Context: an optimization exercise on an open-source flow, tuned for small area and a short achievable clock period. The choices shown serve that exercise and are no tape-out recipe.

main:
## hb_filter
module hb_filter(input logic clk,
                 input logic reset_n,
                 input logic signed [15:0] x_in,
                 output logic signed [15:0] y_out);
Settings: LEC_CHECK=0, CAP_MARGIN=20, CORE_MARGIN=2, CORE_UTILIZATION=40, SLEW_MARGIN=20; clock period 16.0 ns.
standard.sh (not shown) runs the stock make flow with config.mk's settings and CLKGATE_MAP_FILE= SYNTH_SCRIPT=/design/flow/synth_recipe.tcl, a recipe that flattens the netlist after the stock synthesis.
==> flow/flow/run.sh <==
#!/bin/bash
# Standard layout; synthesis skips Yosys's early "abc -fast" so that the full-adder
# trees written in the RTL reach extract_fa unchanged; repair aims at a large setup margin.
set -euo pipefail
bash standard.sh SYNTH_ARGS=-noabc SETUP_SLACK_MARGIN=12 CTS_CLUSTER_SIZE=20 CTS_CLUSTER_DIAMETER=80 finish > standard.log 2>&1
Relative to main, the following input files were edited for the feature branch:
--- a/flow/design.v
+++ b/flow/design.v
@@ -4,34 +4,37 @@
                  output logic signed [15:0] y_out);
   logic signed [15:0] taps [0:24];
   always_ff @(posedge clk or negedge reset_n) begin
     if (~reset_n) begin
       for (int k = 0; k < 25; k = k + 1) taps[k] <= 16'sd0;
     end else begin
       for (int k = 24; k > 0; k = k - 1) taps[k] <= taps[k-1];
       taps[0] <= x_in;
     end
   end
+  wire signed [16:0] pc3 = taps[4] + taps[18];
+  wire signed [16:0] pc4 = taps[6] + taps[16];
+  wire signed [16:0] pc5 = taps[8] + taps[14];
   logic signed [16:0] u1;
   always_ff @(posedge clk) u1 <= taps[0] + taps[22];
   logic signed [16:0] u2;
   always_ff @(posedge clk) u2 <= ~(taps[2] + taps[20]);
   logic signed [18:0] w35;
-  always_ff @(posedge clk) w35 <= ~(taps[8] * 19'sd2 + taps[14] * 19'sd2 + taps[4] + taps[18]);
+  always_ff @(posedge clk) w35 <= ~((pc5 * 19'sd2) + pc3);
   logic signed [16:0] u5;
-  always_ff @(posedge clk) u5 <= taps[8] + taps[14];
+  always_ff @(posedge clk) u5 <= pc5;
   logic signed [16:0] u6;
   always_ff @(posedge clk) u6 <= taps[10] + taps[12];
   logic signed [19:0] w4;
-  always_ff @(posedge clk) w4 <= taps[6] * 20'sd4 + taps[16] * 20'sd4 + taps[24];
+  always_ff @(posedge clk) w4 <= (pc4 * 20'sd4) + taps[24];
   logic signed [16:0] u4;
-  always_ff @(posedge clk) u4 <= ~(taps[6] + taps[16]);
+  always_ff @(posedge clk) u4 <= ~(pc4);
   wire s1, c2;
   assign s1 = u1[9] ^ u1[4];
   assign c2 = u1[9] & u1[4];
   wire s3, c4;
   assign s3 = u1[10] ^ u1[5] ^ u2[9];
   assign c4 = (u1[10] & u1[5]) | (u1[10] & u2[9]) | (u1[5] & u2[9]);
   wire s5, c6;
   assign s5 = u2[6] ^ u2[2] ^ w35[10];
   assign c6 = (u2[6] & u2[2]) | (u2[6] & w35[10]) | (u2[2] & w35[10]);
   wire s7, c8;
The feature branch against main; detail-routed net length per standard cell is down slightly. [the feature branch vs main] number of buffers and inverters on the critical path: higher in the feature branch. The feature branch gives more final critical-path required period than main did. On cell area after layout, main beats the feature branch. Number of cells produced by synthesis of the feature branch exceeds that of main slightly.
No functional check of the RTL was part of any run of this note.

========
RTL: one of the versions met above, not the one the previous note started from.
Size: ~600 flip-flops, about 34 I/O pins, about 31000 sq um of cells after synthesis.
Settings: LEC_CHECK=0, CAP_MARGIN=20, CORE_MARGIN=2, CORE_UTILIZATION=40, SLEW_MARGIN=20; clock period 16.0 ns.
==> flow/flow/run.sh <==
#!/bin/bash
# Standard layout; synthesis skips Yosys's early "abc -fast" so that the full-adder
# trees written in the RTL reach extract_fa unchanged; repair aims at a large setup margin.
set -euo pipefail
bash standard.sh SYNTH_ARGS=-noabc SETUP_SLACK_MARGIN=12 CTS_CLUSTER_SIZE=30 CTS_CLUSTER_DIAMETER=100 finish > standard.log 2>&1
Then changed:
--- a/flow/design.v
+++ b/flow/design.v
@@ -4,37 +4,34 @@
                  output logic signed [15:0] y_out);
   logic signed [15:0] taps [0:24];
   always_ff @(posedge clk or negedge reset_n) begin
     if (~reset_n) begin
       for (int k = 0; k < 25; k = k + 1) taps[k] <= 16'sd0;
     end else begin
       for (int k = 24; k > 0; k = k - 1) taps[k] <= taps[k-1];
       taps[0] <= x_in;
     end
   end
-  wire signed [16:0] pc3 = taps[4] + taps[18];
-  wire signed [16:0] pc4 = taps[6] + taps[16];
-  wire signed [16:0] pc5 = taps[8] + taps[14];
   logic signed [16:0] u1;
   always_ff @(posedge clk) u1 <= taps[0] + taps[22];
   logic signed [16:0] u2;
   always_ff @(posedge clk) u2 <= ~(taps[2] + taps[20]);
   logic signed [18:0] w35;
-  always_ff @(posedge clk) w35 <= ~((pc5 * 19'sd2) + pc3);
+  always_ff @(posedge clk) w35 <= ~(taps[8] * 19'sd2 + taps[14] * 19'sd2 + taps[4] + taps[18]);
   logic signed [16:0] u5;
-  always_ff @(posedge clk) u5 <= pc5;
+  always_ff @(posedge clk) u5 <= taps[8] + taps[14];
   logic signed [16:0] u6;
   always_ff @(posedge clk) u6 <= taps[10] + taps[12];
   logic signed [19:0] w4;
-  always_ff @(posedge clk) w4 <= (pc4 * 20'sd4) + taps[24];
+  always_ff @(posedge clk) w4 <= taps[6] * 20'sd4 + taps[16] * 20'sd4 + taps[24];
   logic signed [16:0] u4;
-  always_ff @(posedge clk) u4 <= ~(pc4);
+  always_ff @(posedge clk) u4 <= ~(taps[6] + taps[16]);
   wire s1, c2;
   assign s1 = u1[9] ^ u1[4];
   assign c2 = u1[9] & u1[4];
   wire s3, c4;
   assign s3 = u1[10] ^ u1[5] ^ u2[9];
   assign c4 = (u1[10] & u1[5]) | (u1[10] & u2[9]) | (u1[5] & u2[9]);
   wire s5, c6;
   assign s5 = u2[6] ^ u2[2] ^ w35[10];
   assign c6 = (u2[6] & u2[2]) | (u2[6] & w35[10]) | (u2[2] & w35[10]);
   wire s7, c8;
After rerunning: Setup slack improved by 8.4 ps. Fmax barely changes. Sequential share of layout area came out higher by 0.43 points. Final cell count came out lower by 1.1%. Routed wire length barely changes. Final area came out lower by 0.97%. Clock skew came out lower by 12 ps.
No functional check of the RTL was part of any run of this note.

==> separate check: timing with driven ports <==
How much do the figures lean on ideal ports? The routed layouts below were timed once more, with nothing changed but the port constraints.
Step 1: set_driving_cell puts a clkbuf_16 on clk and a buf_2 on each other input, an assumption about the parent block.
Step 2 moves the port delays by t, midway between the first and last clock arrival at a register: inputs arrive t later, outputs are due t later. That takes back most of the time a late clock gives input paths.
Three values: ideal ports, drivers, drivers and shift; two values: the first two.
run	t, ns	slack for setup (ns)	hold slack, ns	worst setup path at the end	slew at the worst register clock pin (ns)
main	0.653	11.685 / 11.623 / 11.551	0.322 / 0.322 / 0.322	input, reset recovery	0.09 / 0.09
the feature branch	0.635	11.672 / 11.651 / 11.651	0.337 / 0.337 / 0.337	input, reset recovery	0.08 / 0.08
the first run of note 2	0.675	11.645 / 11.583 / 11.567	0.336 / 0.336 / 0.336	input, reset recovery	0.11 / 0.11
the second run of note 2	0.672	11.653 / 11.589 / 11.564	0.334 / 0.334 / 0.334	input, reset recovery	0.12 / 0.12
After both steps setup and hold are still met in every run listed. The setup slack of main, which loses most, moves by -0.062 ns with the drivers and by -0.134 ns with both steps. Setup slack includes reset recovery checks.
